What follows belongs to an exercise in optimizing a design on an open flow for small area and a short achievable clock period; a production flow would make more cautious choices.
In this exercise RTL edits were held to simulation tests only and were not proved equivalent to the original.
Power figures rest on the tool's default switching activity, not on a simulated workload.

### flow/design.v
module ml_demodulator_lane #(parameter LANE = 0) (
    input             clk,
    input             bwe,         
    input             rb,          
    input             sen,         
    input      [1:0]  sk,          
    input      [1:0]  sp,          
    input      [12:0] eo,          
    input      [10:0] t_s, t_c,    
    input      [10:0] dpos, dneg,  
    input      [1:0]  sel_j,       
    output reg [5:0]  s_out,
    output     [10:0] p1,
    output     [7:0]  s1
);
    wire e_l4 = eo[12], e_c1 = eo[11], e_c2 = eo[10], e_c3 = eo[9], e_c4 = eo[8], e_c5 = eo[7];
    wire e_d1 = eo[6], e_d2 = eo[5], e_d3 = eo[4], e_mrg = eo[3], e_cb = eo[2], e_it = eo[1], e_c31 = eo[0];
    reg  [10:0] s_temp [0:3];
    reg  [10:0] min_PED_1st, min_PED_2nd, min_PED_3rd, min_PED_temp, min_PED_temp2;
    reg  [1:0]  d1_76, d2_76, d3_76;
    reg  [3:0]  d1_h, d2_h, d3_h, dt_h, dt2_h;      
    reg         d1_0, d2_0, d3_0, dt_0, dt2_0;      
    wire [7:0]  s_fianl_1st   = {d1_76, d1_h, LANE[0], d1_0};
    wire [7:0]  s_fianl_2nd   = {d2_76, d2_h, LANE[0], d2_0};
    wire [7:0]  s_fianl_3rd   = {d3_76, d3_h, LANE[0], d3_0};
    wire [7:0]  s_final_temp  = {2'b00, dt_h, LANE[0], dt_0};
    wire [7:0]  s_final_temp2 = {2'b00, dt2_h, LANE[0], dt2_0};
    assign p1 = min_PED_1st;
    assign s1 = s_fianl_1st;
    always @(*) begin
        case (sel_j)
            2'd0: s_out = s_fianl_1st[5:0];
            2'd1: s_out = s_fianl_2nd[5:0];
            default: s_out = s_fianl_3rd[5:0];
        endcase
    end
    reg [10:0] b_s, b_c;
    always @(posedge clk) if (bwe) begin b_s <= t_s; b_c <= t_c; end
    wire [10:0] rx = rb ? dneg : dpos;
    wire [10:0] e  = b_s + b_c + ~rx + 11'd1;
    reg  [10:0] er;
    always @(posedge clk) er <= e;
    wire [9:0]  u = er[9:0];
    wire [19:0] sq_diag;
    genvar gi;
    generate
        for (gi = 0; gi < 10; gi = gi + 1) begin : g_diag
            assign sq_diag[2*gi] = u[gi];
            assign sq_diag[2*gi+1] = (gi == 5) ? er[10] : 1'b0;    
        end
    endgenerate
    wire [19:0] sq_r0 = ({10'd0, u[9:1] & {9{u[0]}}} << 2);
    wire [19:0] sq_r1 = ({10'd0, u[9:2] & {8{u[1]}}} << 4);
    wire [19:0] sq_r2 = ({10'd0, u[9:3] & {7{u[2]}}} << 6);
    wire [19:0] sq_r3 = ({10'd0, u[9:4] & {6{u[3]}}} << 8);
    wire [19:0] sq_r4 = ({10'd0, u[9:5] & {5{u[4]}}} << 10);
    wire [19:0] sq_r5 = ({10'd0, u[9:6] & {4{u[5]}}} << 12);
    wire [19:0] sq_r6 = ({10'd0, u[9:7] & {3{u[6]}}} << 14);
    wire [19:0] sq_r7 = ({10'd0, u[9:8] & {2{u[7]}}} << 16);
    wire [19:0] sq_r8 = ({10'd0, u[9:9] & {1{u[8]}}} << 18);
    wire [19:0] sq_sg = er[10] ? {~u[8:0], 11'd0} : 20'd0;
    wire [19:0] sqt_s1 = sq_diag ^ sq_r0 ^ sq_r1;
    wire [19:0] sqt_m1 = (sq_diag & sq_r0) | (sq_diag & sq_r1) | (sq_r0 & sq_r1);
    wire [19:0] sqt_c1 = {sqt_m1[18:0], 1'b0};
    wire [19:0] sqt_s2 = sq_r2 ^ sq_r3 ^ sq_r4;
    wire [19:0] sqt_m2 = (sq_r2 & sq_r3) | (sq_r2 & sq_r4) | (sq_r3 & sq_r4);
    wire [19:0] sqt_c2 = {sqt_m2[18:0], 1'b0};
    wire [19:0] sqt_s3 = sq_r5 ^ sq_r6 ^ sq_r7;
    wire [19:0] sqt_m3 = (sq_r5 & sq_r6) | (sq_r5 & sq_r7) | (sq_r6 & sq_r7);
    wire [19:0] sqt_c3 = {sqt_m3[18:0], 1'b0};
    wire [19:0] sqt_s4 = sqt_s1 ^ sqt_c1 ^ sqt_s2;
    wire [19:0] sqt_m4 = (sqt_s1 & sqt_c1) | (sqt_s1 & sqt_s2) | (sqt_c1 & sqt_s2);
    wire [19:0] sqt_c4 = {sqt_m4[18:0], 1'b0};
    wire [19:0] sqt_s5 = sqt_c2 ^ sqt_s3 ^ sqt_c3;
    wire [19:0] sqt_m5 = (sqt_c2 & sqt_s3) | (sqt_c2 & sqt_c3) | (sqt_s3 & sqt_c3);
    wire [19:0] sqt_c5 = {sqt_m5[18:0], 1'b0};
    wire [19:0] sqt_s6 = sqt_s4 ^ sqt_c4 ^ sqt_s5;
    wire [19:0] sqt_m6 = (sqt_s4 & sqt_c4) | (sqt_s4 & sqt_s5) | (sqt_c4 & sqt_s5);
    wire [19:0] sqt_c6 = {sqt_m6[18:0], 1'b0};
    wire [19:0] sqt_s7 = sqt_c5 ^ sq_r8 ^ sq_sg;
    wire [19:0] sqt_m7 = (sqt_c5 & sq_r8) | (sqt_c5 & sq_sg) | (sq_r8 & sq_sg);
    wire [19:0] sqt_c7 = {sqt_m7[18:0], 1'b0};
    wire [19:0] sqt_s8 = sqt_s6 ^ sqt_c6 ^ sqt_s7;
    wire [19:0] sqt_m8 = (sqt_s6 & sqt_c6) | (sqt_s6 & sqt_s7) | (sqt_c6 & sqt_s7);
    wire [19:0] sqt_c8 = {sqt_m8[18:0], 1'b0};
    wire [19:0] sqt_s9 = sqt_s8 ^ sqt_c8 ^ sqt_c7;
    wire [19:0] sqt_m9 = (sqt_s8 & sqt_c8) | (sqt_s8 & sqt_c7) | (sqt_c8 & sqt_c7);
    wire [19:0] sqt_c9 = {sqt_m9[18:0], 1'b0};
    wire [9:0] sq_lo = {1'b0, sqt_s9[8:0]} + {1'b0, sqt_c9[8:0]};
    reg  [10:0] q_s, q_c;
    reg         q_ci;
    always @(posedge clk) begin
        q_s  <= sqt_s9[19:9];
        q_c  <= sqt_c9[19:9];
        q_ci <= sq_lo[9];
    end
    reg  [10:0] pa;
    always @(*) begin
        case (sp)
            2'd0: pa = 11'd0;
            2'd1: pa = min_PED_1st;
            2'd2: pa = min_PED_2nd;
            default: pa = min_PED_3rd;
        endcase
    end
    wire [10:0] a1 = sk[1] ? (sk[0] ? s_temp[1] : s_temp[0]) : pa;
    wire [10:0] a2 = sk[0] ? s_temp[3] : s_temp[2];
    wire [10:0] x1s = a1 ^ q_s ^ q_c;
    wire [10:0] x1m = (a1 & q_s) | (a1 & q_c) | (q_s & q_c);
    wire [10:0] x2s = a2 ^ q_s ^ q_c;
    wire [10:0] x2m = (a2 & q_s) | (a2 & q_c) | (q_s & q_c);
    wire [10:0] o1 = x1s + {x1m[9:0], 1'b0} + {10'd0, q_ci};
    wire [10:0] o2 = x2s + {x2m[9:0], 1'b0} + {10'd0, q_ci};
    always @(posedge clk) if (sen) begin
        case (sk)
            2'd0: begin s_temp[0] <= o1; s_temp[1] <= o1; end
            2'd1: begin s_temp[2] <= o1; s_temp[3] <= o1; end
            2'd2: begin s_temp[0] <= o1; s_temp[2] <= o2; end
            default: begin s_temp[1] <= o1; s_temp[3] <= o2; end
        endcase
    end
    wire lt01 = s_temp[0] < s_temp[1], lt02 = s_temp[0] < s_temp[2], lt03 = s_temp[0] < s_temp[3];
    wire lt12 = s_temp[1] < s_temp[2], lt13 = s_temp[1] < s_temp[3], lt23 = s_temp[2] < s_temp[3];
    wire eq01 = s_temp[0] == s_temp[1], eq02 = s_temp[0] == s_temp[2], eq03 = s_temp[0] == s_temp[3];
    wire eq12 = s_temp[1] == s_temp[2], eq13 = s_temp[1] == s_temp[3], eq23 = s_temp[2] == s_temp[3];
    wire lt10 = ~lt01 & ~eq01, lt20 = ~lt02 & ~eq02, lt30 = ~lt03 & ~eq03;
    wire lt21 = ~lt12 & ~eq12, lt31 = ~lt13 & ~eq13, lt32 = ~lt23 & ~eq23;
    reg [1:0] C1_1st, C1_3rd, C1_temp;
    always @(*) begin
        C1_1st = 2'd0; C1_3rd = 2'd0; C1_temp = 2'd0;
        if(lt01 && lt02 && lt03)
        begin
        C1_1st = 2'd0;
        if(lt13 && lt23)
        begin
        C1_3rd = 2'd1;
        C1_temp = 2'd2;
        end
        else if(lt12 && lt32)
        begin
        C1_3rd = 2'd1;
        C1_temp = 2'd3;
        end
        else
        begin
        C1_3rd = 2'd2;
        C1_temp = 2'd3;
        end
        end
        else if(lt10 && lt12 && lt13)
        begin
        C1_1st = 2'd1;
        if(lt03 && lt23)
        begin
        C1_3rd = 2'd0;
        C1_temp = 2'd2;
        end
        else if(lt02 && lt32)
        begin
        C1_3rd = 2'd0;
        C1_temp = 2'd3;
        end
        else
        begin
        C1_3rd = 2'd2;
        C1_temp = 2'd3;
        end
        end
        else if(lt20 && lt21 && lt23)
        begin
        C1_1st = 2'd2;
        if(lt03 && lt13)
        begin
        C1_3rd = 2'd0;
        C1_temp = 2'd1;
        end
        else if(lt10 && lt03)
        begin
        C1_3rd = 2'd1;
        C1_temp = 2'd3;
        end
        else
        begin
        C1_3rd = 2'd0;
        C1_temp = 2'd3;
        end
        end
        else
        begin
        C1_1st = 2'd3;
        if(lt02 && lt12)
        begin
        C1_3rd = 2'd0;
        C1_temp = 2'd1;
        end
        else if(lt01 && lt21)
        begin
        C1_3rd = 2'd0;
        C1_temp = 2'd2;
        end
        else
        begin
        C1_3rd = 2'd2;
        C1_temp = 2'd1;
        end
        end
    end
    reg [1:0] C2_2nd, C2_temp2;
    always @(*) begin
        C2_2nd = 2'd0; C2_temp2 = 2'd0;
        if(lt01 && lt02 && lt03)
        begin
        C2_2nd = 2'd0;
        if(lt12 && lt13)
        begin
        C2_temp2 = 2'd1;
        end
        else if(lt21 && lt23)
        begin
        C2_temp2 = 2'd2;
        end
        else
        begin
        C2_temp2 = 2'd3;
        end
        end
        else if(lt10 && lt12 && lt13)
        begin
        C2_2nd = 2'd1;
        if(lt02 && lt03)
        begin
        C2_temp2 = 2'd0;
        end
        else if(lt20 && lt23)
        begin
        C2_temp2 = 2'd2;
        end
        else
        begin
        C2_temp2 = 2'd3;
        end
        end
        else if(lt20 && lt21 && lt23)
        begin
        C2_2nd = 2'd2;
        if(lt01 && lt03)
        begin
        C2_temp2 = 2'd0;
        end
        else if(lt10 && lt13)
        begin
        C2_temp2 = 2'd1;
        end
        else
        begin
        C2_temp2 = 2'd3;
        end
        end
        else
        begin
        C2_2nd = 2'd3;
        if(lt01 && lt02)
        begin
        C2_temp2 = 2'd0;
        end
        else if(lt10 && lt12)
        begin
        C2_temp2 = 2'd1;
        end
        else
        begin
        C2_temp2 = 2'd2;
        end
        end
    end
    reg [1:0] C3_1st, C3_temp;
    always @(*) begin
        C3_1st = 2'd0; C3_temp = 2'd0;
        if(lt01 && lt02 && lt03)
        begin
        C3_1st = 2'd0;
        if(lt12 && lt13)
        begin
        C3_temp = 2'd1;
        end
        else if(lt21 && lt23)
        begin
        C3_temp = 2'd2;
        end
        else
        begin
        C3_temp = 2'd3;
        end
        end
        else if(lt10 && lt12 && lt13)
        begin
        C3_1st = 2'd1;
        if(lt02 && lt03)
        begin
        C3_temp = 2'd0;
        end
        else if(lt20 && lt23)
        begin
        C3_temp = 2'd2;
        end
        else
        begin
        C3_temp = 2'd3;
        end
        end
        else if(lt20 && lt21 && lt23)
        begin
        C3_1st = 2'd2;
        if(lt01 && lt03)
        begin
        C3_temp = 2'd0;
        end
        else if(lt10 && lt13)
        begin
        C3_temp = 2'd1;
        end
        else
        begin
        C3_temp = 2'd3;
        end
        end
        else
        begin
        C3_1st = 2'd3;
        if(lt01 && lt02)
        begin
        C3_temp = 2'd0;
        end
        else if(lt10 && lt12)
        begin
        C3_temp = 2'd1;
        end
        else
        begin
        C3_temp = 2'd2;
        end
        end
    end
    reg [1:0] C4_2nd, C4_temp2;
    always @(*) begin
        C4_2nd = 2'd0; C4_temp2 = 2'd0;
        if(lt01 && lt02 && lt03)
        begin
        C4_2nd = 2'd0;
        if(lt12 && lt13)
        begin
        C4_temp2 = 2'd1;
        end
        else if(lt21 && lt23)
        begin
        C4_temp2 = 2'd2;
        end
        else
        begin
        C4_temp2 = 2'd3;
        end
        end
        else if(lt10 && lt12 && lt13)
        begin
        C4_2nd = 2'd1;
        if(lt02 && lt03)
        begin
        C4_temp2 = 2'd0;
        end
        else if(lt20 && lt23)
        begin
        C4_temp2 = 2'd2;
        end
        else
        begin
        C4_temp2 = 2'd3;
        end
        end
        else if(lt20 && lt21 && lt23)
        begin
        C4_2nd = 2'd2;
        if(lt01 && lt03)
        begin
        C4_temp2 = 2'd0;
        end
        else if(lt10 && lt13)
        begin
        C4_temp2 = 2'd1;
        end
        else
        begin
        C4_temp2 = 2'd3;
        end
        end
        else
        begin
        C4_2nd = 2'd3;
        if(lt01 && lt02)
        begin
        C4_temp2 = 2'd0;
        end
        else if(lt10 && lt12)
        begin
        C4_temp2 = 2'd1;
        end
        else
        begin
        C4_temp2 = 2'd2;
        end
        end
    end
    reg [1:0] C5_3rd, C5_temp2;
    always @(*) begin
        C5_3rd = 2'd0; C5_temp2 = 2'd0;
        if(lt01 && lt02 && lt03)
        begin
        C5_3rd = 2'd0;
        if(lt12 && lt13)
        begin
        C5_temp2 = 2'd1;
        end
        else if(lt21 && lt23)
        begin
        C5_temp2 = 2'd2;
        end
        else
        begin
        C5_temp2 = 2'd3;
        end
        end
        else if(lt10 && lt12 && lt13)
        begin
        C5_3rd = 2'd1;
        if(lt02 && lt03)
        begin
        C5_temp2 = 2'd0;
        end
        else if(lt20 && lt23)
        begin
        C5_temp2 = 2'd2;
        end
        else
        begin
        C5_temp2 = 2'd3;
        end
        end
        else if(lt20 && lt21 && lt23)
        begin
        C5_3rd = 2'd2;
        if(lt01 && lt03)
        begin
        C5_temp2 = 2'd0;
        end
        else if(lt10 && lt13)
        begin
        C5_temp2 = 2'd1;
        end
        else
        begin
        C5_temp2 = 2'd3;
        end
        end
        else
        begin
        C5_3rd = 2'd3;
        if(lt01 && lt02)
        begin
        C5_temp2 = 2'd0;
        end
        else if(lt10 && lt12)
        begin
        C5_temp2 = 2'd1;
        end
        else
        begin
        C5_temp2 = 2'd2;
        end
        end
    end
    reg [1:0] D1_1st;
    always @(*) begin
        D1_1st = 2'd0;
        if(lt01 && lt02 && lt03)
        begin
        D1_1st = 2'd0;
        end
        else if(lt10 && lt12 && lt13)
        begin
        D1_1st = 2'd1;
        end
        else if(lt20 && lt21 && lt23)
        begin
        D1_1st = 2'd2;
        end
        else
        begin
        D1_1st = 2'd3;
        end
    end
    reg [1:0] D2_2nd;
    always @(*) begin
        D2_2nd = 2'd0;
        if(lt01 && lt02 && lt03)
        begin
        D2_2nd = 2'd0;
        end
        else if(lt10 && lt12 && lt13)
        begin
        D2_2nd = 2'd1;
        end
        else if(lt20 && lt21 && lt23)
        begin
        D2_2nd = 2'd2;
        end
        else
        begin
        D2_2nd = 2'd3;
        end
    end
    reg [1:0] D3_3rd;
    always @(*) begin
        D3_3rd = 2'd0;
        if(lt01 && lt02 && lt03)
        begin
        D3_3rd = 2'd0;
        end
        else if(lt10 && lt12 && lt13)
        begin
        D3_3rd = 2'd1;
        end
        else if(lt20 && lt21 && lt23)
        begin
        D3_3rd = 2'd2;
        end
        else
        begin
        D3_3rd = 2'd3;
        end
    end
    wire [1:0] iM  = e_l4 ? (LANE ? 2'd2 : 2'd0) : C1_1st;
    wire [1:0] iX2 = e_l4 ? (LANE ? 2'd3 : 2'd1) : (e_c1 ? C1_3rd : C2_temp2);
    wire [1:0] iX3 = C1_temp;
    wire       ps1 = e_c1 | e_c3 | e_d1;
    wire       ps2 = e_c2 | e_c4 | e_d2;
    wire [4:0] par = ps1 ? {d1_h, d1_0} : (ps2 ? {d2_h, d2_0} : {d3_h, d3_0});
    wire       f32 = e_c1 | e_c2;        
    wire [10:0] vM  = s_temp[iM];
    wire [10:0] vX2 = s_temp[iX2];
    wire [10:0] vX3 = s_temp[iX3];
    wire [4:0]  nM  = f32 ? {par[4:3], iM,  par[0]} : {iM,  par[2:1], par[0]};
    wire [4:0]  nX2 = f32 ? {par[4:3], iX2, par[0]} : {iX2, par[2:1], par[0]};
    wire [4:0]  nX3 = {par[4:3], iX3, par[0]};
    wire        mIT = e_it;
    wire        mCB = e_cb;
    wire [10:0] mA = min_PED_1st, mB = min_PED_2nd;
    wire [10:0] mC = mIT ? min_PED_temp : min_PED_3rd;
    wire [10:0] mT = mCB ? min_PED_temp : min_PED_temp2;
    wire [4:0]  mS = mCB ? {dt_h, dt_0} : {dt2_h, dt2_0};
    wire gAB = mB < mA, gAC = mC < mA, gBC = mC < mB;
    wire eAB = mA == mB, eAC = mA == mC, eBC = mB == mC;
    wire gBA = ~gAB & ~eAB, gCA = ~gAC & ~eAC, gCB = ~gBC & ~eBC;
    wire amax = gAB & gAC, bmax = gBA & gBC, cmax = gCA & gCB;
    wire repA = amax & (mT < mA);
    wire repB = ~amax & bmax & (mT < mB);
    wire repC = ~amax & ~bmax & cmax & (mT < mC);
    wire c31a = gAB & gCB;            
    wire c31b = ~c31a & gAC & gBC;    
    wire mg   = e_mrg & ~e_c31;
    wire rA   = mg & repA, rB = mg & repB, rC3 = mg & repC & ~mIT, rCT = mg & repC & mIT;
    wire c3a  = e_c31 & c31a, c3b = e_c31 & c31b;
    wire p1m  = e_l4 | e_c1 | e_c3 | e_d1;
    wire p2m  = e_c2 | e_c4 | e_d2;
    wire p3m  = e_c5 | e_d3;
    wire s1n  = e_c1 | e_c3;
    wire s2n  = e_c2 | e_c4;
    wire t2x  = e_c2 | e_c4 | e_c5;
    wire en1  = p1m | rA | c3a | c3b;
    wire en2  = p2m | e_l4 | rB;
    wire en3  = p3m | e_c1 | rC3;
    wire enT  = e_c1 | e_c3 | rCT;
    wire [10:0] nP1 = ({11{p1m}} & vM) | ({11{rA}} & mT) | ({11{c3a}} & min_PED_2nd) | ({11{c3b}} & min_PED_3rd);
    wire [10:0] nP2 = ({11{p2m}} & vM) | ({11{e_l4}} & vX2) | ({11{rB}} & mT);
    wire [10:0] nP3 = ({11{p3m}} & vM) | ({11{e_c1}} & vX2) | ({11{rC3}} & mT);
    wire [10:0] nPT = ({11{e_c1}} & vX3) | ({11{e_c3}} & vX2) | ({11{rCT}} & mT);
    wire [4:0]  nS1 = ({5{s1n}} & nM) | ({5{rA}} & mS) | ({5{c3a}} & {d2_h, d2_0}) | ({5{c3b}} & {d3_h, d3_0});
    wire [4:0]  nS2 = ({5{s2n}} & nM) | ({5{e_l4}} & 5'b00001) | ({5{rB}} & mS);
    wire [4:0]  nS3 = ({5{e_c5}} & nM) | ({5{e_c1}} & nX2) | ({5{rC3}} & mS);
    wire [4:0]  nST = ({5{e_c1}} & nX3) | ({5{e_c3}} & nX2) | ({5{rCT}} & mS);
    wire [1:0]  n76 = ({2{e_d1}} & iM) | ({2{c3a}} & d2_76) | ({2{c3b}} & d3_76);
    always @(posedge clk) begin
        if (en1) min_PED_1st <= nP1;
        if (en2) min_PED_2nd <= nP2;
        if (en3) min_PED_3rd <= nP3;
        if (enT) min_PED_temp <= nPT;
        if (t2x) min_PED_temp2 <= vX2;
        if (e_l4 | s1n | rA | c3a | c3b) {d1_h, d1_0} <= nS1;
        if (e_l4 | s2n | rB) {d2_h, d2_0} <= nS2;
        if (e_c5 | e_c1 | rC3) {d3_h, d3_0} <= nS3;
        if (enT) {dt_h, dt_0} <= nST;
        if (t2x) {dt2_h, dt2_0} <= nX2;
        if (e_d1 | c3a | c3b) d1_76 <= n76;
        if (e_d2) d2_76 <= iM;
        if (e_d3) d3_76 <= iM;
    end
endmodule
module ml_demodulator(
    i_clk,
    i_reset,
    i_trig,
    i_y_hat,
    i_r,
    i_rd_rdy,
    o_rd_vld,
    o_llr,
    o_hard_bit
);
    input i_clk;
    input i_reset;
    input i_trig;
    input [159:0] i_y_hat;
    input [319:0] i_r;
    input i_rd_rdy;
    output o_rd_vld;
    output [7:0] o_llr;
    output o_hard_bit;
    reg [10:0] y4i, y4r, y3i, y3r, y2i, y2r, y1i, y1r;
    reg [10:0] ch [0:15];
    wire       ch_sh = (k_slot != 3'd0);
    integer ci;
    always @(posedge i_clk) begin
        if (~busy) begin
        ch[0] <= i_r[319:309];    
        ch[1] <= i_r[279:269];    
        ch[2] <= i_r[299:289];    
        ch[3] <= i_r[179:169];    
        ch[4] <= i_r[239:229];    
        ch[5] <= i_r[259:249];    
        ch[6] <= i_r[139:129];    
        ch[7] <= i_r[159:149];    
        ch[8] <= i_r[79:69];    
        ch[9] <= i_r[39:29];    
        ch[10] <= i_r[59:49];    
        ch[11] <= i_r[199:189];    
        ch[12] <= i_r[219:209];    
        ch[13] <= i_r[99:89];    
        ch[14] <= i_r[119:109];    
        ch[15] <= i_r[19:9];    
        end else if (ch_sh) begin
            for (ci = 0; ci < 15; ci = ci + 1) ch[ci] <= ch[ci + 1];
        end
    end
    reg       busy;
    reg [5:0] cyc;
    always @(posedge i_clk or posedge i_reset) begin
        if (i_reset) begin
            busy <= 1'b0;
            cyc  <= 6'd0;
        end else if (i_trig) begin
            busy <= 1'b1;
            cyc  <= 6'd0;
        end else if (busy) begin
            cyc  <= cyc + 6'd1;
            if (cyc == 6'd57) busy <= 1'b0;
        end
    end
    reg [30-1:0] cw_next, cw;
    always @(*) begin
        cw_next = 30'h300000;
        if (busy) begin
            case (cyc)
            6'd0: cw_next = 30'h2400000;
            6'd1: cw_next = 30'h1780000;
            6'd2: cw_next = 30'h3040000;
            6'd3: cw_next = 30'hd0000;
            6'd4: cw_next = 30'h10360000;
            6'd5: cw_next = 30'h12070000;
            6'd6: cw_next = 30'h11182000;
            6'd7: cw_next = 30'h13044000;
            6'd8: cw_next = 30'h141d4000;
            6'd9: cw_next = 30'h16064000;
            6'd10: cw_next = 30'h151f4000;
            6'd11: cw_next = 30'h17049000;
            6'd12: cw_next = 30'h4d8000;
            6'd13: cw_next = 30'h668000;
            6'd14: cw_next = 30'h878000;
            6'd15: cw_next = 30'ha00800;
            6'd16: cw_next = 30'h200010;
            6'd17: cw_next = 30'h18;
            6'd18: cw_next = 30'h0;
            6'd19: cw_next = 30'h20100000;
            6'd20: cw_next = 30'h22c00000;
            6'd21: cw_next = 30'h21f80000;
            6'd22: cw_next = 30'h23044000;
            6'd23: cw_next = 30'h241d4000;
            6'd24: cw_next = 30'h26064000;
            6'd25: cw_next = 30'h251f4000;
            6'd26: cw_next = 30'h27048400;
            6'd27: cw_next = 30'h281d8000;
            6'd28: cw_next = 30'h2a068000;
            6'd29: cw_next = 30'h291f8000;
            6'd30: cw_next = 30'h2b04c200;
            6'd31: cw_next = 30'h4dc014;
            6'd32: cw_next = 30'h66c014;
            6'd33: cw_next = 30'h87c014;
            6'd34: cw_next = 30'ha00100;
            6'd35: cw_next = 30'h200010;
            6'd36: cw_next = 30'h18;
            6'd37: cw_next = 30'h0;
            6'd38: cw_next = 30'h30100000;
            6'd39: cw_next = 30'h32000000;
            6'd40: cw_next = 30'h31180000;
            6'd41: cw_next = 30'h33044000;
            6'd42: cw_next = 30'h341d4000;
            6'd43: cw_next = 30'h36064000;
            6'd44: cw_next = 30'h351f4000;
            6'd45: cw_next = 30'h37048080;
            6'd46: cw_next = 30'h381d8000;
            6'd47: cw_next = 30'h3a068000;
            6'd48: cw_next = 30'h391f8000;
            6'd49: cw_next = 30'h3b04c040;
            6'd50: cw_next = 30'hdc000;
            6'd51: cw_next = 30'h6c000;
            6'd52: cw_next = 30'h7c000;
            6'd53: cw_next = 30'h20;
            6'd54: cw_next = 30'h12;
            6'd55: cw_next = 30'h0;
            6'd56: cw_next = 30'h1;
            6'd57: cw_next = 30'h300000;
                default: cw_next = 30'h300000;
            endcase
        end
    end
    always @(posedge i_clk) cw <= cw_next;
    wire [1:0] k_lay = cw[29:28];
    wire [1:0] k_j = cw[27:26];
    wire [0:0] k_lane = cw[25:25];
    wire [0:0] k_part = cw[24:24];
    wire [2:0] k_slot = cw[23:21];
    wire [0:0] k_bwe = cw[20:20];
    wire [0:0] k_rb = cw[19:19];
    wire [0:0] k_sen = cw[18:18];
    wire [1:0] k_sk = cw[17:16];
    wire [1:0] k_sp = cw[15:14];
    wire [12:0] k_eo = cw[13:1];
    wire [0:0] k_fin = cw[0:0];
    reg [19:0] cwp;     
    always @(posedge i_clk) cwp <= {k_bwe, k_rb, k_sen, k_sk, k_sp, k_eo};
    wire [10:0] cx = ch[0];
    wire [10:0] cx1 = {cx[10], cx[10:1]};
    wire [10:0] cx3 = {{3{cx[10]}}, cx[10:3]};
    wire [10:0] cx4 = {{4{cx[10]}}, cx[10:4]};
    wire [10:0] cpos = cx1 + cx3 + cx4;
    wire [1:0]  ccor = {1'b0, ~cx[0]} + {1'b0, ~|cx[2:0]} + {1'b0, ~|cx[3:0]};
    wire        cmin = (cx == 11'h400);
    wire [10:0] cneg = cmin ? cpos : (~cx1 + ~cx3 + ~cx4 + {9'd0, ccor});
    reg [10:0] dP, dN, f1rP, f1rN, f1iP, f1iN, f3rP, f3rN, f3iP, f3iN;
    always @(posedge i_clk) begin
        case (k_slot)
            3'd1: begin dP   <= cpos; dN   <= cneg; end
            3'd2: begin f1rP <= cpos; f1rN <= cneg; end
            3'd3: begin f1iP <= cpos; f1iN <= cneg; end
            3'd6: begin f3rP <= cpos; f3rN <= cneg; end
            3'd7: begin f3iP <= cpos; f3iN <= cneg; end
            default: ;
        endcase
    end
    always @(posedge i_clk) begin
        if (~busy) begin
            y4i <= i_y_hat[159:149]; y4r <= i_y_hat[139:129];
            y3i <= i_y_hat[119:109]; y3r <= i_y_hat[ 99: 89];
            y2i <= i_y_hat[ 79: 69]; y2r <= i_y_hat[ 59: 49];
            y1i <= i_y_hat[ 39: 29]; y1r <= i_y_hat[ 19:  9];
        end else begin
            if (k_slot == 3'd4) begin y4r <= cpos; y3r <= cneg; end
            if (k_slot == 3'd5) begin y4i <= cpos; y3i <= cneg; end
        end
    end
    wire [10:0] f2rP = y4r, f2iP = y4i, f2rN = y3r, f2iN = y3i;
    reg [5:0] tf2_next, tf2;
    always @(*) begin
        tf2_next = 6'h2;
        if (busy) begin
            case (cyc)
                6'd0: tf2_next = 6'h1;
                6'd1: tf2_next = 6'h3;
                6'd2: tf2_next = 6'h0;
                6'd3: tf2_next = 6'h10;
                6'd4: tf2_next = 6'h12;
                6'd5: tf2_next = 6'h11;
                6'd6: tf2_next = 6'h13;
                6'd7: tf2_next = 6'h14;
                6'd8: tf2_next = 6'h16;
                6'd9: tf2_next = 6'h15;
                6'd10: tf2_next = 6'h17;
                6'd11: tf2_next = 6'h0;
                6'd12: tf2_next = 6'h0;
                6'd13: tf2_next = 6'h0;
                6'd14: tf2_next = 6'h0;
                6'd15: tf2_next = 6'h0;
                6'd16: tf2_next = 6'h0;
                6'd17: tf2_next = 6'h0;
                6'd18: tf2_next = 6'h20;
                6'd19: tf2_next = 6'h22;
                6'd20: tf2_next = 6'h21;
                6'd21: tf2_next = 6'h23;
                6'd22: tf2_next = 6'h24;
                6'd23: tf2_next = 6'h26;
                6'd24: tf2_next = 6'h25;
                6'd25: tf2_next = 6'h27;
                6'd26: tf2_next = 6'h28;
                6'd27: tf2_next = 6'h2a;
                6'd28: tf2_next = 6'h29;
                6'd29: tf2_next = 6'h2b;
                6'd30: tf2_next = 6'h0;
                6'd31: tf2_next = 6'h0;
                6'd32: tf2_next = 6'h0;
                6'd33: tf2_next = 6'h0;
                6'd34: tf2_next = 6'h0;
                6'd35: tf2_next = 6'h0;
                6'd36: tf2_next = 6'h0;
                6'd37: tf2_next = 6'h30;
                6'd38: tf2_next = 6'h32;
                6'd39: tf2_next = 6'h31;
                6'd40: tf2_next = 6'h33;
                6'd41: tf2_next = 6'h34;
                6'd42: tf2_next = 6'h36;
                6'd43: tf2_next = 6'h35;
                6'd44: tf2_next = 6'h37;
                6'd45: tf2_next = 6'h38;
                6'd46: tf2_next = 6'h3a;
                6'd47: tf2_next = 6'h39;
                6'd48: tf2_next = 6'h3b;
                6'd49: tf2_next = 6'h0;
                6'd50: tf2_next = 6'h0;
                6'd51: tf2_next = 6'h0;
                6'd52: tf2_next = 6'h0;
                6'd53: tf2_next = 6'h0;
                6'd54: tf2_next = 6'h0;
                6'd55: tf2_next = 6'h0;
                6'd56: tf2_next = 6'h0;
                6'd57: tf2_next = 6'h2;
                default: tf2_next = 6'h2;
            endcase
        end
    end
    always @(posedge i_clk) tf2 <= tf2_next;
    wire [1:0] n_lay = tf2[5:4];
    wire [1:0] n_j = tf2[3:2];
    wire       n_lane = tf2[1];
    wire       n_part = tf2[0];
    wire [5:0] s_n, s_p;
    wire [5:0] ns = (n_lay == 2'd1) ? {4'd0, n_lane, n_j[0]} : (n_lane ? s_p : s_n);
    wire ng1 = (n_lay != 2'd0), ng2 = n_lay[1], ng3 = (n_lay == 2'd3);
    reg  a1s, b1s, a2s, b2s, a3s, b3s, g1, g2, g3;
    always @(posedge i_clk) begin
        a1s <= n_part ? ns[0] : ns[1];
        b1s <= n_part ? ns[1] : ns[0];
        a2s <= n_part ? ns[2] : ns[3];
        b2s <= n_part ? ns[3] : ns[2];
        a3s <= n_part ? ns[4] : ns[5];
        b3s <= n_part ? ns[5] : ns[4];
        g1 <= ng1; g2 <= ng2; g3 <= ng3;
    end
    wire [10:0] va1 = {11{g1}} & (a1s ? f1rN : f1rP);
    wire [10:0] vb1 = {11{g1}} & (b1s ? f1iN : f1iP);
    wire [10:0] va2 = {11{g2}} & (a2s ? f2rN : f2rP);
    wire [10:0] vb2 = {11{g2}} & (b2s ? f2iN : f2iP);
    wire [10:0] va3 = {11{g3}} & (a3s ? f3rN : f3rP);
    wire [10:0] vb3 = {11{g3}} & (b3s ? f3iN : f3iP);
    reg  [10:0] t_y;
    always @(*) begin
        case ({k_lay, k_part})
            3'b000: t_y = y4r; 3'b001: t_y = y4i;
            3'b010: t_y = y3r; 3'b011: t_y = y3i;
            3'b100: t_y = y2r; 3'b101: t_y = y2i;
            3'b110: t_y = y1r; default: t_y = y1i;
        endcase
    end
    wire [10:0] t_a1 = ~va1, t_a2 = ~va2, t_a3 = ~va3;
    wire [10:0] t_b1 = k_part ? ~vb1 : vb1;
    wire [10:0] t_b2 = k_part ? ~vb2 : vb2;
    wire [10:0] t_b3 = k_part ? ~vb3 : vb3;
    wire [10:0] t_k  = k_part ? 11'd6 : 11'd3;
    wire [10:0] trt_s10 = t_y ^ t_a1 ^ t_a2;
    wire [10:0] trt_m10 = (t_y & t_a1) | (t_y & t_a2) | (t_a1 & t_a2);
    wire [10:0] trt_c10 = {trt_m10[9:0], 1'b0};
    wire [10:0] trt_s11 = t_a3 ^ t_b1 ^ t_b2;
    wire [10:0] trt_m11 = (t_a3 & t_b1) | (t_a3 & t_b2) | (t_b1 & t_b2);
    wire [10:0] trt_c11 = {trt_m11[9:0], 1'b0};
    wire [10:0] trt_s12 = trt_s10 ^ trt_c10 ^ trt_s11;
    wire [10:0] trt_m12 = (trt_s10 & trt_c10) | (trt_s10 & trt_s11) | (trt_c10 & trt_s11);
    wire [10:0] trt_c12 = {trt_m12[9:0], 1'b0};
    wire [10:0] trt_s13 = trt_c11 ^ t_b3 ^ t_k;
    wire [10:0] trt_m13 = (trt_c11 & t_b3) | (trt_c11 & t_k) | (t_b3 & t_k);
    wire [10:0] trt_c13 = {trt_m13[9:0], 1'b0};
    wire [10:0] trt_s14 = trt_s12 ^ trt_c12 ^ trt_s13;
    wire [10:0] trt_m14 = (trt_s12 & trt_c12) | (trt_s12 & trt_s13) | (trt_c12 & trt_s13);
    wire [10:0] trt_c14 = {trt_m14[9:0], 1'b0};
    wire [10:0] trt_s15 = trt_s14 ^ trt_c14 ^ trt_c13;
    wire [10:0] trt_m15 = (trt_s14 & trt_c14) | (trt_s14 & trt_c13) | (trt_c14 & trt_c13);
    wire [10:0] trt_c15 = {trt_m15[9:0], 1'b0};
    wire [10:0] p1_n, p1_p;
    wire [7:0]  s1_n, s1_p;
    ml_demodulator_lane #(.LANE(0)) lane_n (
        .clk(i_clk), .bwe(k_bwe & ~k_lane), .rb(k_rb), .sen(k_sen), .sk(k_sk), .sp(k_sp), .eo(k_eo),
        .t_s(trt_s15), .t_c(trt_c15), .dpos(dP), .dneg(dN),
        .sel_j(n_j), .s_out(s_n), .p1(p1_n), .s1(s1_n));
    ml_demodulator_lane #(.LANE(1)) lane_p (
        .clk(i_clk), .bwe(cwp[19] & k_lane), .rb(cwp[18]), .sen(cwp[17]), .sk(cwp[16:15]), .sp(cwp[14:13]), .eo(cwp[12:0]),
        .t_s(trt_s15), .t_c(trt_c15), .dpos(dP), .dneg(dN),
        .sel_j(n_j), .s_out(s_p), .p1(p1_p), .s1(s1_p));
    wire        fin  = busy & k_fin;
    wire        win  = (p1_n < p1_p);
    wire [7:0]  w_m  = win ? p1_n[8:1] : p1_p[8:1];
    wire [7:0]  w_s  = win ? s1_n : s1_p;
    reg  [7:0]  q_m [0:14];
    reg  [7:0]  q_sb [0:14];
    reg  [3:0]  wp, rp, cnt;
    reg  [2:0]  oi;
    reg         vld, pnd;
    reg  [7:0]  llr;
    wire        full = (cnt == 4'd15);
    wire        wr   = (fin | pnd) & ~full;
    always @(posedge i_clk) if (wr) begin
        q_m[wp]  <= w_m;
        q_sb[wp] <= w_s;
    end
    wire [7:0] h_m  = q_m[rp];
    wire [7:0] h_s  = q_sb[rp];
    wire       h_b  = h_s[~oi];
    wire [7:0] h_l  = h_b ? (h_m - 8'h7f) : (8'h7f - h_m);
    wire       free = ~vld | i_rd_rdy;
    wire       avail = (cnt != 4'd0);
    wire       pop  = free & avail;
    wire       done = pop & (oi == 3'd7);
    always @(posedge i_clk or posedge i_reset) begin
        if (i_reset) begin
            wp <= 4'd0; rp <= 4'd0; cnt <= 4'd0; oi <= 3'd0; vld <= 1'b0; pnd <= 1'b0;
        end else begin
            if (wr) wp <= (wp == 4'd14) ? 4'd0 : wp + 4'd1;
            if (done) rp <= (rp == 4'd14) ? 4'd0 : rp + 4'd1;
            cnt <= cnt + {3'd0, wr} - {3'd0, done};
            pnd <= (fin | pnd) & full;
            if (pop) oi <= oi + 3'd1;
            if (free) vld <= avail;
        end
    end
    always @(posedge i_clk) if (pop) llr <= h_l;
    assign o_rd_vld   = vld;
    assign o_llr      = llr;
    assign o_hard_bit = llr[7];
endmodule
### flow/flow/run.sh
#!/bin/bash
set -euo pipefail
cd "$(dirname "$0")/.."
bash standard.sh synth > flow_synth.log 2>&1
bash standard.sh SETUP_SLACK_MARGIN=7.0 \
  'CTS_ARGS=-sink_clustering_enable -repair_clock_nets -dont_use_dummy_load' \
  finish > flow_layout.log 2>&1
### flow/standard.sh
#!/bin/bash
# synth_recipe.tcl (not shown) runs the flow's synth.tcl, then flattens the netlist and writes it again
# the make line also repeats each setting of config.mk as NAME=value (left out here)
make -C /OpenROAD-flow-scripts/flow DESIGN_CONFIG=/design/flow/config.mk WORK_HOME=/design/flow/orfs CLKGATE_MAP_FILE= SYNTH_SCRIPT=/design/flow/synth_recipe.tcl "${@:-finish}"
### flow/config.mk
export PLATFORM = sky130hd
export DESIGN_NAME = ml_demodulator
export DESIGN_NICKNAME = ml_demodulator
export VERILOG_FILES = /design/flow/design.v
export SDC_FILE = /design/flow/constraint.sdc
export NUM_CORES = 8
export LEC_CHECK = 0
export CAP_MARGIN = 20
export CORE_MARGIN = 2
export CORE_UTILIZATION = 70
export PLACE_DENSITY = 0.8
export SETUP_SLACK_MARGIN = 5
export SLEW_MARGIN = 20
### flow/constraint.sdc
create_clock -name core_clock -period 11.0 [get_ports {i_clk}]
set_input_delay 2.2000 -clock core_clock [delete_from_list [all_inputs] [get_ports {i_clk}]]
set_output_delay 2.2000 -clock core_clock [all_outputs]
set_load 0.01 [all_outputs]
==> results of run 1 <==
-- per-layer routing --
layer | vias to the layer above | global-route usage [%] | part of all wire (%)
met2 | 2442 | 59.0 | 48
met1 | 22100 | 45.7 | 38
met3 | 504 | 7.47 | 9.2
li1 | 20200 | - | -
met5 | - | 0 | 0.023
met4 | 6 | 13.5 | 4.0
-- final cells by class --
class / instances / area, um2
clock buffer: 108 / 2700
antenna: 3 / 7.51
fill: 5017 / 16000
sequential: 1077 / 31000
timing repair buffer: 596 / 5500
tap: 1176 / 1470
multi-input combinational: 3442 / 31500
inverter: 541 / 2040
-- cell usage after synthesis, drive strengths merged (8+ instances only) --
library cell / instances / share of area (%)
a2111oi: 11 / 0.23
a211o: 17 / 0.24
a211oi: 24 / 0.29
a21boi: 16 / 0.19
a21o: 58 / 0.68
a21oi: 222 / 1.7
a221o: 27 / 0.43
a221oi: 41 / 0.56
a22o: 12 / 0.16
a31oi: 18 / 0.18
and2: 93 / 0.91
and3: 10 / 0.10
and4: 8 / 0.11
buf: 47 / 0.39
clkbuf: 169 / 0.99
dfrtp: 24 / 0.94
dfxtp: 131 / 4.1
edfxtp: 922 / 43
fa: 184 / 5.8
ha: 479 / 9.4
inv: 536 / 3.2
mux2: 279 / 4.9
mux2i: 208 / 3.3
mux4: 95 / 3.4
nand2: 376 / 2.2
nand2b: 30 / 0.29
nand3: 62 / 0.51
nand3b: 8 / 0.094
nand4: 33 / 0.32
nor2: 231 / 1.4
nor2b: 71 / 0.70
nor3: 37 / 0.29
nor4: 10 / 0.11
o211ai: 25 / 0.29
o21a: 61 / 0.72
o21ai: 299 / 2.3
o21bai: 23 / 0.27
o221ai: 64 / 0.89
o22a: 38 / 0.52
o22ai: 23 / 0.23
or2: 14 / 0.14
or3: 16 / 0.16
xnor2: 113 / 1.6
xor2: 23 / 0.32
-- worst max path at each step --
stage / endpoint / from
2_1_floorplan: lane_n.b_s[10] / cw[24]
3_3_place_gp: lane_n.min_PED_temp[0] / lane_n.s_temp[2][10]
3_5_place_dp: lane_n.min_PED_temp[0] / lane_n.s_temp[2][10]
4_1_cts: lane_n.min_PED_temp[0] / lane_n.s_temp[3][8]
5_1_grt: lane_n.s_temp[3][10] / cw[14]
6_report: lane_p.min_PED_temp[3] / lane_p.s_temp[2][8]
-- worst max-delay path: cells and delay by family, from the launching register on --
kind,cells,cell delay [ns]
AOI/OAI and AO/OA,5,1.45
adders and majority gates,1,0.31
buffers and inverters,2,0.31
DFF,1,0.53
muxes,1,0.49
and+or+nand+nor,5,0.78
-- power by group through the flow --
stage	Combinational [W]	Sequential, W	Clock [W]
6_report	0.0124	0.00664	0.00311
5_1_grt	0.0136	0.00671	0.00328
4_1_cts	0.0114	0.00665	0.00314
3_5_place_dp	0.0106	0.00677	0
2_1_floorplan	0.00759	0.00648	0
3_3_place_gp	0.0102	0.00675	0
-- sequential cells by signal, indices dropped and copies added, names as in the netlist, 20 cells and up --
| signal | cells |
|---|---|
| ch | 176 |
| q_m | 120 |
| q_sb | 120 |
| lane_n.s_temp | 44 |
| lane_p.s_temp | 44 |
| cw | 28 |
| cwp | 20 |
-- repair_timing --
item | CTS | global route
gates resized for setup | 210 | 202
pin swaps | 68 | 114
gates cloned | 7 | 2
endpoints found under the hold margin | 0 | 0
buffers inserted | 129 | 112
endpoints found under the setup margin | 383 | 263
-- kinds of logic (layout without fill, tap and decap cells) --
logic type      count (synthesis)  in the layout
compound gates               1033           1035
flops                        1077           1077
other cells                     0              3
fa+ha+maj                     663            663
xor+xnor                      136            136
simple gates                 1024           1026
buf+inv                       757           1245
mux                           582            582
-- metrics by stage --
step / std cells / util [%] / hold slack [ns]
after floorplan: 5272 / - / 0.324
after global placement: 6582 / 75.2 / 0.334
after detailed placement: 6582 / 75.2 / 0.345
after CTS: 6826 / 80.3 / 0.351
after global routing: 6940 / 82.3 / 0.364
final: 6943 / 82.3 / 0.335
==> summary.txt, run 1 <==
The worst register-to-register path has a depth of 14. In this run the critical register-to-register path is launched from lane_p.s_temp[2][8]. The routed design has 168,000 um of wire.

Yosys mapped a number of flops with a built-in enable equal to 922. The synthesized netlist devotes 15.2% of its cell area to adder and majority cells. The logs give 0.70 ns for the clock latency of the later-clocked register in the worst-skew pair and 0.0837 ns for the worst clock skew. The number of I/O port buffers was 277. The overall die height is 306 um.

Synthesis produced 5,272 cells. The maximum buffer depth of the clock tree is 3, and the pre-CTS setup slack is 5.64 ns. Clock tree synthesis found a total of 1,077 sinks. The tools report the number of placement rows as 110. The maximum fanout along the worst path works out to 7. The number of vias per cell is 6.52. In the global route stage, overall resource usage came out at 35.4%. The startpoint identified for the worst hold timing path is tf2[5].

Summing all non-filler instances in the final layout gives an area of 74,200 um2. Of the total synthesized cell area, the portion taken by XOR and XNOR cells is 1.87%. The routed layout has 45,300 vias.

The worst setup path is captured at a flop. Cell internal power was estimated by the tool at 0.0132 W. The flow ran to the end and the layout has no timing, DRC or antenna violations.

The number of antenna violations at the first check in global routing is 5, and the via count of the first global-routing pass is 46,100. The proportion of total power due to net switching is 40.6%, and the maximum vdd ir drop is 0.000466 V. For the final total negative setup slack, the log shows 0 ns.

The tools report the sequential fraction of the synthesis area as 48.4%. The worst hold path belongs to the class flop to flop. The wire length of the first global-routing pass was 257,000 um; the mean cell area of the mapped netlist was 12.1 um2. The number of buffers created by CTS is 108. The tools report the cts-stage hold buffer count as 0. DRC marker count from the first detailed-route iteration: 5,122.

Of the total synthesized cell area, the portion taken by AND, OR, NAND and NOR gates is 7.62%. By area, the combinational part of the netlist is dominated by adder cells. The H-tree was split into 3 levels. The run gives 8 as the number of detailed-route iterations in the first pass.

The worst path needs 4.12 ns of the cycle, external delays included. The path with the worst hold slack has its endpoint at g2. Routability-driven placement finished with a final weighted congestion of 0.960. The die span in x is 306 um, and the endpoint arrival time on the critical path is 4.54 ns.

The worst-case setup margin in the final layout was 6.88 ns. The tools report the destination of the worst register-to-register timing path as lane_p.min_PED_temp[3]. For the number of max-capacitance violations reported, the log shows 0. The switching component of the power was 0.00902 W. Based on the critical path, the design can be clocked at up to 242 MHz. The synthesized netlist devotes 10.8% of its cell area to compound gates.

By startpoint and endpoint, the worst setup path is classified as flop to flop. The logs give 63,800 um2 for the post-synthesis cell area and 56.1% for the fraction of power consumed by combinational cells. Overall power consumption after layout is estimated at 0.0222 W. The HPWL after detailed placement is 117,000 um. The critical path goes through inv_2, ha_4, nand4_1, buf_6, a211oi_4, a2111o_1, and4_4, nand3_2, and3_4, o21a_1, a221o_4, mux4_2, nand2_2, o221ai_2.

The share of layout cells above drive strength 1 was 19.4%. In the final design database the tool counted 6,913 nets. Entering global routing, the biggest net connects 98 pins. The worst-margin pin slew is 1.08 ns. The total DRC errors in the routed layout was 0; the proportion of synthesized flip-flops having asynchronous set or reset was 2.23%. Setup repair after global routing could not meet its margin everywhere. The detail route stage leaves a number of antenna-violating nets equal to 0.

The tree is rooted in a clkbuf_16. The share of power burned in the clock network is 14.0%, and the area enclosed by the die boundary is 93,600 um2. The tools report the total setup violations reported at the end of the flow as 0. The number of storage elements in the synthesis netlist came out at 1,077. The most used flip-flop cell after synthesis was edfxtp_1. Along the worst hold path, the cell count comes to 0. The slowest stage of the critical path belongs to the cell a221o_4. After layout, the worst path uses 37.5% of the clock period. TritonCTS built the clock tree. The standard cell area after detailed placement was 67,800 um2; the routed length per instance was 24.3 um.

The core footprint was 90,100 um2; the clock transition at the registers of the reported paths was 0.06 ns. The count of unique library cells instantiated by Yosys was 94. The library cell used most frequently in the layout, excluding fill and tap cells, is edfxtp_1. For this design the ratio of total power to cell area is 299 nW/um2. Once the floorplan was initialized, standard cells occupied 70.8% of the core. The number of slew-limit violations in the final report was 0. The setup check on the worst reg-to-reg path leaves a slack of 6.88 ns.

The worst path required time was 11.41 ns; the global-route congestion overflow total was 0. Summed over all cells, the static leakage comes to 29.6 nW. STA classifies the critical path startpoint as a flop. From synthesis to final layout, the design area changed by 16.2%. The number of endpoints with negative hold slack in the final report was 0; the synthesized net count was 6,419. Sequential share of power: 29.9%. The worst pin sits at a relative slew slack of 27.9%.

The delay of the slowest critical-path stage came out at 0.55 ns. The Yosys step of the flow raised 6 warnings. The fraction of synthesized area in multiplexers works out to 11.5%. In the layout the commonest cells are edfxtp_1, inv_1, ha_1. For the total I/O pin count, the log shows 494.
==> run 2, diff against run 1 <==
==> flow/config.mk (replaced) <==
export PLATFORM = sky130hd
export DESIGN_NAME = ml_demodulator
export DESIGN_NICKNAME = ml_demodulator
export VERILOG_FILES = /design/flow/design.v
export SDC_FILE = /design/flow/constraint.sdc
export NUM_CORES = 8
export LEC_CHECK = 0
export CAP_MARGIN = 5
export CORE_MARGIN = 2
export CORE_UTILIZATION = 60
export PLACE_DENSITY = 0.7
export SETUP_SLACK_MARGIN = 5
export SLEW_MARGIN = 5
==> run 2 against run 1 <==
Still clean on timing, DRC and antenna. Clock power up 3%. Sequential power hardly changed. Critical path depth unchanged. Combinational power about the same. Critical endpoint is now lane_p.min_PED_temp[8].
==> summary.txt, run 2 <==
Number of buffer and inverter stages on the critical path: 2 (unchanged). The tools report the combined global-route utilization of all metal layers as 30.4% (was 35.4%). The tools report the number of detailed-route iterations in the first pass as 17 (was 8). Most frequent cells in the layout: edfxtp_1, inv_1, ha_1 (unchanged). The routed length per instance was 23.4 um (was 24.3 um). The number of storage elements in the synthesis netlist was 1,077 (unchanged). The delay of the slowest critical-path stage is 0.55 ns (about the same).

The run gives 112 (was 108) as the number of buffers created by CTS. Cell Chain, Critical Path: inv_2, ha_4, nand4_1, a211oi_4, a2111o_1, and2_4, nand3_4, a311oi_2, a21oi_2, buf_4, a221o_4, mux4_2, nand2_2, o221ai_2 (was inv_2, ha_4, nand4_1, buf_6, a211oi_4, a2111o_1, and4_4, nand3_2, and3_4, o21a_1, a221o_4, mux4_2, nand2_2, o221ai_2). The endpoint arrival time on the critical path came out at 4.52 ns (was 4.54 ns). The tools report the startpoint kind of the worst setup timing path as a flop (unchanged). The share of layout cells above drive strength 1 is 20.8% (was 19.4%). Global-route congestion overflow total: 0 (unchanged).

The number of endpoints with negative hold slack in the final report was 0 (unchanged); the share of power burned in the clock network was 14.2% (was 14.0%). The count of flip-flops with a built-in enable after synthesis works out to 922 (unchanged). Most common library cells after synthesis: edfxtp_1, inv_1, ha_1, nand2_1, o21ai_0 (unchanged). The tools report the count of unique library cells instantiated by Yosys as 94 (unchanged).

Final total negative setup slack: 0 ns (unchanged). Biggest registers after layout: ch: 176 flops, q_m: 120 flops, q_sb: 120 flops (unchanged). The number of flip-flops in the largest register is 176 (unchanged), and the sequential fraction of the synthesis area is 48.4% (unchanged). The mean cell area of the mapped netlist was 12.1 um2 (unchanged); the maximum vdd ir drop was 0.000374 V (was 0.000466 V).

The cell taking the most area after synthesis is edfxtp_1 (unchanged). The run gives 0.0225 W (was 0.0222 W) as the total power consumption of the routed design. The synthesized net count was 6,419 (unchanged); the areal power density over the cells was 299 nW/um2 (about the same). TritonCTS built the clock tree. The fraction of power consumed by combinational cells came out at 56.3% (was 56.1%). The kind of cell adding the most delay to the critical path was compound AO/OA/AOI/OAI gates (unchanged). The run gives 6 (unchanged) as the warning count from the yosys run. The run gives 0 (unchanged) as the residual antenna-violating net count after detailed routing.

The worst-case setup margin in the final layout is 6.89 ns (was 6.88 ns). The wire length of the first global-routing pass is 255,000 um (was 257,000 um). For the pre-CTS setup slack, the log shows 5.60 ns (was 5.64 ns). The worst-margin pin slew is 1.27 ns (was 1.08 ns), and the final cycle utilization of the critical path is 37.3% (was 37.5%).

The switching component of the power was 0.00908 W (was 0.00902 W). For the post-synthesis cell area, the log shows 63,800 um2 (unchanged). Cell types with the largest area share after synthesis: edfxtp_1, ha_1, fa_1 (unchanged). The proportion of synthesized flip-flops having asynchronous set or reset is 2.23% (unchanged).

The worst clock skew is 0.0647 ns (was 0.0837 ns), and the pin count of the biggest net entering global routing is 90 (was 98). The area enclosed by the die boundary was 109,000 um2 (was 93,600 um2); the clock latency of the later-clocked register in the worst-skew pair was 0.70 ns (about the same). The register containing the most flip-flops in the final layout was ch (unchanged).

The type of element capturing the critical path was a flop (unchanged). The run gives 118,000 um (was 117,000 um) as the placed wire-length estimate after detailed placement. Overall routed net length: 169,000 um (was 168,000 um). The most used flip-flop cell after synthesis was edfxtp_1 (unchanged). The total I/O pin count is 494 (unchanged). The via count of the first global-routing pass came out at 44,400 (was 46,100). The maximum buffer depth of the clock tree came out at 3 (unchanged).

Die span in x: 330 um (was 306 um). The number of vias per cell is 6.15 (was 6.52), and the relative slew slack is 14.7% (was 27.9%). The tools report the gate count after technology mapping as 5,272 (unchanged). The run gives 14 (was 5) as the number of antenna violations at the first check in global routing. The area added between synthesis and finish was 18.0% (was 16.2%); the number of slew-limit violations in the final report was 0 (unchanged). The most frequent cell after synthesis was edfxtp_1 (unchanged). The run finished with no timing, DRC or antenna violations. The classification of the worst-slack hold path was flop to flop (unchanged). The internal power came out at 0.0134 W (was 0.0132 W). The last weighted congestion value of the routability-driven placer was 0.925 (was 0.960); the proportion of total power due to net switching was 40.3% (was 40.6%). The logs give 0 (unchanged) for the total DRC errors in the routed layout and 11.42 ns (was 11.41 ns) for the worst path required time. The overall die height is 330 um (was 306 um).

The buffer type at the clock tree root was clkbuf_16 (unchanged). The run gives 0 (unchanged) as the cts-stage hold buffer count. The run gives 60.5% (was 70.8%) as the initial core utilization.

The cell at the slowest stage of the critical path is edfxtp_1 (was a221o_4). The static leakage is 29.9 nW (was 29.6 nW). The core footprint was 105,000 um2 (was 90,100 um2); the top cell type's share of synthesized area was 43.4% (unchanged). The most common cell after layout, fill and taps aside is edfxtp_1 (unchanged). The total setup violations reported at the end of the flow was 0 (unchanged); the top achievable clock speed was 243 MHz (was 242 MHz). The clock transition at the registers of the reported paths was 0.07 ns (was 0.06 ns); the sequential share of power was 29.5% (was 29.9%).

The number of I/O port buffers is 277 (unchanged). The H-tree depth was 3 (unchanged); the DRC marker count from the first detailed-route iteration was 3,847 (was 5,122). The minimum clock period after layout is 4.11 ns (was 4.12 ns), and the number of sinks on the clock net is 1,077 (unchanged).

Setup repair after global routing could not meet its margin everywhere. The routed via count came out at 44,300 (was 45,300). The number of nets in the layout was 6,953 (was 6,913); the layout filler cell count was 7,457 (was 5,017). The critical setup path kind was flop to flop (unchanged). Maximum fanout along the worst path: 6 (was 7).

The number of max-capacitance violations reported is 0 (unchanged). The run gives 119 (was 110) as the number of placement rows.
==> run 2: final cells by class <==
type | count | area, um2 | share of cell area [%]
Sequential cell | 1077 | 30900 | 41.1
Tap cell | 1391 | 1740 | 2.31
Clock buffer | 112 | 2800 | 3.72
Timing Repair Buffer | 632 | 5900 | 7.84
Antenna cell | 3 | 7.51 | 0.00997
Multi-Input combinational cell | 3442 | 31800 | 42.3
Inverter | 541 | 2060 | 2.73
==> run 2: final timing paths <==
check	from	end	slack, ns	depth (start not counted)
max in group asynchronous	i_reset	busy	8.00	2
max	lane_p.s_temp[1][9]	lane_p.min_PED_temp[8]	6.89	14
max reg2reg	lane_p.s_temp[1][9]	lane_p.min_PED_temp[8]	6.89	14
min	cw[20]	cwp[19]	0.36	0
min reg2reg	cw[20]	cwp[19]	0.36	0
min in group asynchronous	i_reset	oi[2]	2.13	2
==> run 2: layer usage <==
metal	global-route usage (%)	vias to the layer above	wire (um)
li1	-	20300	-
met1	40.3	21800	69300
met5	0	-	172
met3	5.87	354	13100
met2	51.2	1837	81400
met4	8.54	26	4790
==> run 2: repair_timing <==
action / 4_1_cts / 5_1_grt
resized for setup: 221 / 271
endpoints found under the hold margin: 0 / 0
pin swaps: 71 / 101
endpoints found under the setup margin: 374 / 402
cloned: 10 / 4
buffers inserted: 159 / 115
==> run 2: metrics by stage <==
stage	util [%]	std cells	hold slack (ns)	area [um2]
detailed placement	64.6	6795	0.339	68100
CTS	69.4	7076	0.363	73100
global placement	64.6	6795	0.334	68100
global route	71.4	7196	0.372	75300
finish	71.4	7198	0.361	75300
floorplan	-	5272	0.324	63800
==> run 2: power by group through the flow <==
stage	Sequential, W	Combinational [W]	Clock (W)
CTS	0.00666	0.0117	0.00326
floorplan	0.00648	0.00759	0
global placement	0.00676	0.0105	0
detailed placement	0.00677	0.0107	0
global route	0.00672	0.0139	0.00339
finish	0.00665	0.0127	0.00321
==> run 2: cells by family (layout without fill, tap and decap cells) <==
logic type / Yosys count / in the layout / share of synthesized area [%]
flip-flops: 1077 / 1077 / 48.4
AO/OA/AOI/OAI: 1033 / 1035 / 10.8
AND/OR/NAND/NOR: 1024 / 1026 / 7.62
buffers and inverters: 757 / 1285 / 4.57
adder cells (fa/ha/maj): 663 / 663 / 15.2
multiplexers: 582 / 582 / 11.5
XOR/XNOR: 136 / 136 / 1.87
other: 0 / 3 / 0
==> run 3, diff against run 2 <==
--- a/flow/config.mk
+++ b/flow/config.mk
@@ -5,9 +5,9 @@
 export SDC_FILE = /design/flow/constraint.sdc
 export NUM_CORES = 8
 export LEC_CHECK = 0
-export CAP_MARGIN = 5
+export CAP_MARGIN = 20
 export CORE_MARGIN = 2
 export CORE_UTILIZATION = 60
 export PLACE_DENSITY = 0.7
 export SETUP_SLACK_MARGIN = 5
-export SLEW_MARGIN = 5
+export SLEW_MARGIN = 20
==> run 3 against run 2 <==
Global-route usage up 0.20 points. Non-clock buffer count down 19. Register-to-register slack improved by 0.04 ns. Power decreased by 0.35%. Count of clock-buffer cells in the layout did not move. Via count rose by 0.15%. First-iteration DRC count up 3.4%. Worst hold slack is essentially flat. Highest routed layer unchanged.
==> summary.txt, run 3 <==
The run gives 0.71 ns (was 0.70 ns) as the clock latency of the later-clocked register in the worst-skew pair. The run gives 17 (unchanged) as the number of detailed-route iterations in the first pass. For the pin count of the biggest net entering global routing, the log shows 90 (unchanged). The tools report the top achievable clock speed as 246 MHz (was 243 MHz).

The number of flip-flops in the largest register was 176 (unchanged). The tools report the DRC marker count from the first detailed-route iteration as 3,976 (was 3,847). The tools report the type of element capturing the critical path as a flop (unchanged). The synthesized net count was 6,419 (unchanged). The register containing the most flip-flops in the final layout was ch (unchanged).

The maximum buffer depth of the clock tree is 3 (unchanged), and the worst-margin pin slew is 1.11 ns (was 1.27 ns). The relative slew slack was 26.2% (was 14.7%). The startpoint of the lowest-slack hold path is cw[20] (unchanged). The tools report the total setup violations reported at the end of the flow as 0 (unchanged).

The most common cell after layout, fill and taps aside was edfxtp_1 (unchanged). Final cycle utilization of the critical path: 37.0% (was 37.3%). The tools report the cell total after placement as 6,795 (unchanged).

The most frequent cell after synthesis is edfxtp_1 (unchanged). The number of max-capacitance violations reported is 0 (unchanged). For the number of buffers created by CTS, the log shows 112 (unchanged). The critical setup path kind is flop to flop (unchanged). The mean cell area of the mapped netlist is 12.1 um2 (unchanged), and the layout filler cell count is 7,473 (was 7,457). The wire length of the first global-routing pass is 256,000 um (was 255,000 um). The tightest hold margin is 0.361 ns (about the same), and the number of nets in the layout is 6,934 (was 6,953).

Maximum vdd ir drop: 0.000396 V (was 0.000374 V). The run gives 4.49 ns (was 4.52 ns) as the endpoint arrival time on the critical path. The number of I/O port buffers is 277 (unchanged), and the die span in x is 330 um (unchanged). The most used flip-flop cell after synthesis was edfxtp_1 (unchanged). The worst clock skew is 0.0895 ns (was 0.0647 ns), and the placed wire-length estimate after detailed placement is 118,000 um (about the same).

TritonCTS built the clock tree. Origin of the critical flop-to-flop path: lane_n.s_temp[1][6] (was lane_p.s_temp[1][9]). The overall routed net length was 170,000 um (was 169,000 um). The clock transition at the registers of the reported paths is 0.06 ns (was 0.07 ns), and the number of placement rows is 119 (unchanged). The tools report the startpoint kind of the worst setup timing path as a flop (unchanged). The last weighted congestion value of the routability-driven placer is 0.925 (unchanged).

Cell types with the largest area share after synthesis: edfxtp_1, ha_1, fa_1 (unchanged). The area enclosed by the die boundary was 109,000 um2 (unchanged). The buffer type at the clock tree root is clkbuf_16 (unchanged). The H-tree depth is 3 (unchanged), and the core footprint is 105,000 um2 (unchanged). The number of vias per cell is 6.18 (was 6.15), and the number of sinks on the clock net is 1,077 (unchanged). The routed length per instance came out at 23.7 um (was 23.4 um). Most common library cells after synthesis: edfxtp_1, inv_1, ha_1, nand2_1, o21ai_0 (unchanged). The number of endpoints with negative hold slack in the final report is 0 (unchanged). The maximum fanout along the worst path was 8 (was 6). The total DRC errors in the routed layout is 0 (unchanged).

The initial core utilization is 60.5% (unchanged), and the number of storage elements in the synthesis netlist is 1,077 (unchanged). The warning count from the yosys run came out at 6 (unchanged). The residual antenna-violating net count after detailed routing was 0 (unchanged); the via count of the first global-routing pass was 44,600 (was 44,400). The tools report the post-synthesis cell area as 63,800 um2 (unchanged). Most frequent cells in the layout: edfxtp_1, inv_1, ha_1 (unchanged). The count of flip-flops with a built-in enable after synthesis is 922 (unchanged). The flow ran to the end and the layout has no timing, DRC or antenna violations. The sequential fraction of the synthesis area is 48.4% (unchanged), and the share of layout cells above drive strength 1 is 20.3% (was 20.8%). The final total negative setup slack was 0 ns (unchanged); the count of unique library cells instantiated by Yosys was 94 (unchanged). The total I/O pin count is 494 (unchanged), and the top cell type's share of synthesized area is 43.4% (unchanged).

The minimum clock period after layout was 4.06 ns (was 4.11 ns); the global-route congestion overflow total was 0 (unchanged). The number of antenna violations at the first check in global routing is 9 (was 14), and the final instance count without filler cells is 7,177 (was 7,198). Setup repair after global routing could not meet its margin everywhere. The classification of the worst-slack hold path was flop to flop (unchanged). The run gives 29.9 nW (about the same) as the static leakage. The combined global-route utilization of all metal layers was 30.6% (was 30.4%); the area added between synthesis and finish was 17.6% (was 18.0%).

Proportion of synthesized flip-flops having asynchronous set or reset: 2.23% (unchanged). The overall die height was 330 um (unchanged); the areal power density over the cells was 299 nW/um2 (about the same). The utilization after layout is 71.2% (was 71.4%). The worst path required time is 11.43 ns (was 11.42 ns). Biggest registers after layout: ch: 176 flops, q_m: 120 flops, q_sb: 120 flops (unchanged). The number of slew-limit violations in the final report was 0 (unchanged); the routed via count was 44,400 (was 44,300).

The cell taking the most area after synthesis was edfxtp_1 (unchanged). Gate count after technology mapping: 5,272 (unchanged). The start point of the critical path is lane_n.s_temp[1][6] (was lane_p.s_temp[1][9]).
==> run 3: critical path, cell delays in order (launching register included) <==
cell,delay [ns]
edfxtp_1,0.46
buf_4,0.18
ha_1,0.34
and3_4,0.24
o2111ai_2,0.17
o211a_4,0.22
or3_4,0.38
or4_4,0.43
a31o_4,0.26
o221ai_4,0.18
buf_12,0.19
buf_12,0.11
mux2i_4,0.25
o22ai_2,0.08
or3b_1,0.35
==> run 3: cell families after synthesis <==
kind of cell | share of synthesized area [%]
fa+ha+maj | 15.2
compound gates | 10.8
buf+inv | 4.57
xor+xnor | 1.87
flops | 48.4
simple gates | 7.62
mux | 11.5
==> run 3: layout make-up <==
cell class	count	area, um2	area share [%]
multi-input combinational	3442	31700	42.3
sequential	1077	30900	41.2
timing repair buffer	613	5810	7.74
clock buffer	112	2800	3.73
inverter	541	2050	2.73
tap	1391	1740	2.32
antenna	1	2.50	0.00333
==> run 3: where the power goes <==
group | leakage (nW) | switching [W] | internal (W) | total (W)
Sequential | 9.93 | 0.000524 | 0.00612 | 0.00664
Combinational | 18.6 | 0.00707 | 0.00554 | 0.0126
Clock | 1.38 | 0.00144 | 0.00177 | 0.00320
Total | 29.9 | 0.00903 | 0.0134 | 0.0225
==> run 3: final timing paths <==
path	cells after the start	slack [ns]	end
setup / recovery	14	6.94	lane_n.min_PED_temp[2]
hold / removal	0	0.36	cwp[19]
setup reg to reg	14	6.94	lane_n.min_PED_temp[2]
hold reg to reg	0	0.36	cwp[19]
max in group asynchronous	2	8.58	busy
min in group asynchronous	2	1.90	rp[3]
==> run 3: per-stage QoR <==
stage	power (W)	setup WS, ns	instance area (um2)
2_1_floorplan	0.0141	7.03	63800
3_3_place_gp	0.0172	5.76	68100
3_5_place_dp	0.0175	5.62	68100
4_1_cts	0.0216	6.97	73000
5_1_grt	0.0239	6.82	75100
6_report	0.0225	6.94	75100
==> run 3: per-layer routing <==
metal  GRT usage, %  wire length, um
met5              0              121
met4           8.89             5500
met3           5.73            13200
met2           51.7            82200
met1           40.5            69000
==> run 3: repair_timing <==
action,4_1_cts,5_1_grt
pin swaps,61,109
gates resized for setup,220,248
buffers inserted,146,109
endpoints found under the setup margin,369,329
hold buffers,0,0
cloned,8,5

[port drivers added, routing unchanged]
In the flow no input, the clock included, has a driving cell. The finished layouts below were timed again as built, in two steps. Step 1 sets driving cells, clkbuf_16 on the clock port and buf_2 on the other inputs (assumed; they add their load-dependent delay and slew). Step 2 times the ports against the registers' clock, not the clock port: input delays grow and output delays shrink by t, the midpoint of the rising clock arrivals with the driver on. Three values: no drivers, after step 1, after step 2; two values: the first two.
run	shift t [ns]	setup slack, ns	worst setup path after step 2	clock arrival spread, ns	worst slew at a driven data input, ns
run 1	0.736	6.876 / 6.876 / 6.650	input to register	0.087 / 0.087	0.11
run 2	0.737	6.892 / 6.892 / 6.602	input to register	0.065 / 0.066	0.12
run 3	0.738	6.935 / 6.935 / 6.655	input to register	0.090 / 0.090	0.13
After both steps every run listed still meets setup and hold. For run 2, which loses most, drivers alone change the setup slack by 0.000 ns; drivers and shift together by -0.290 ns.
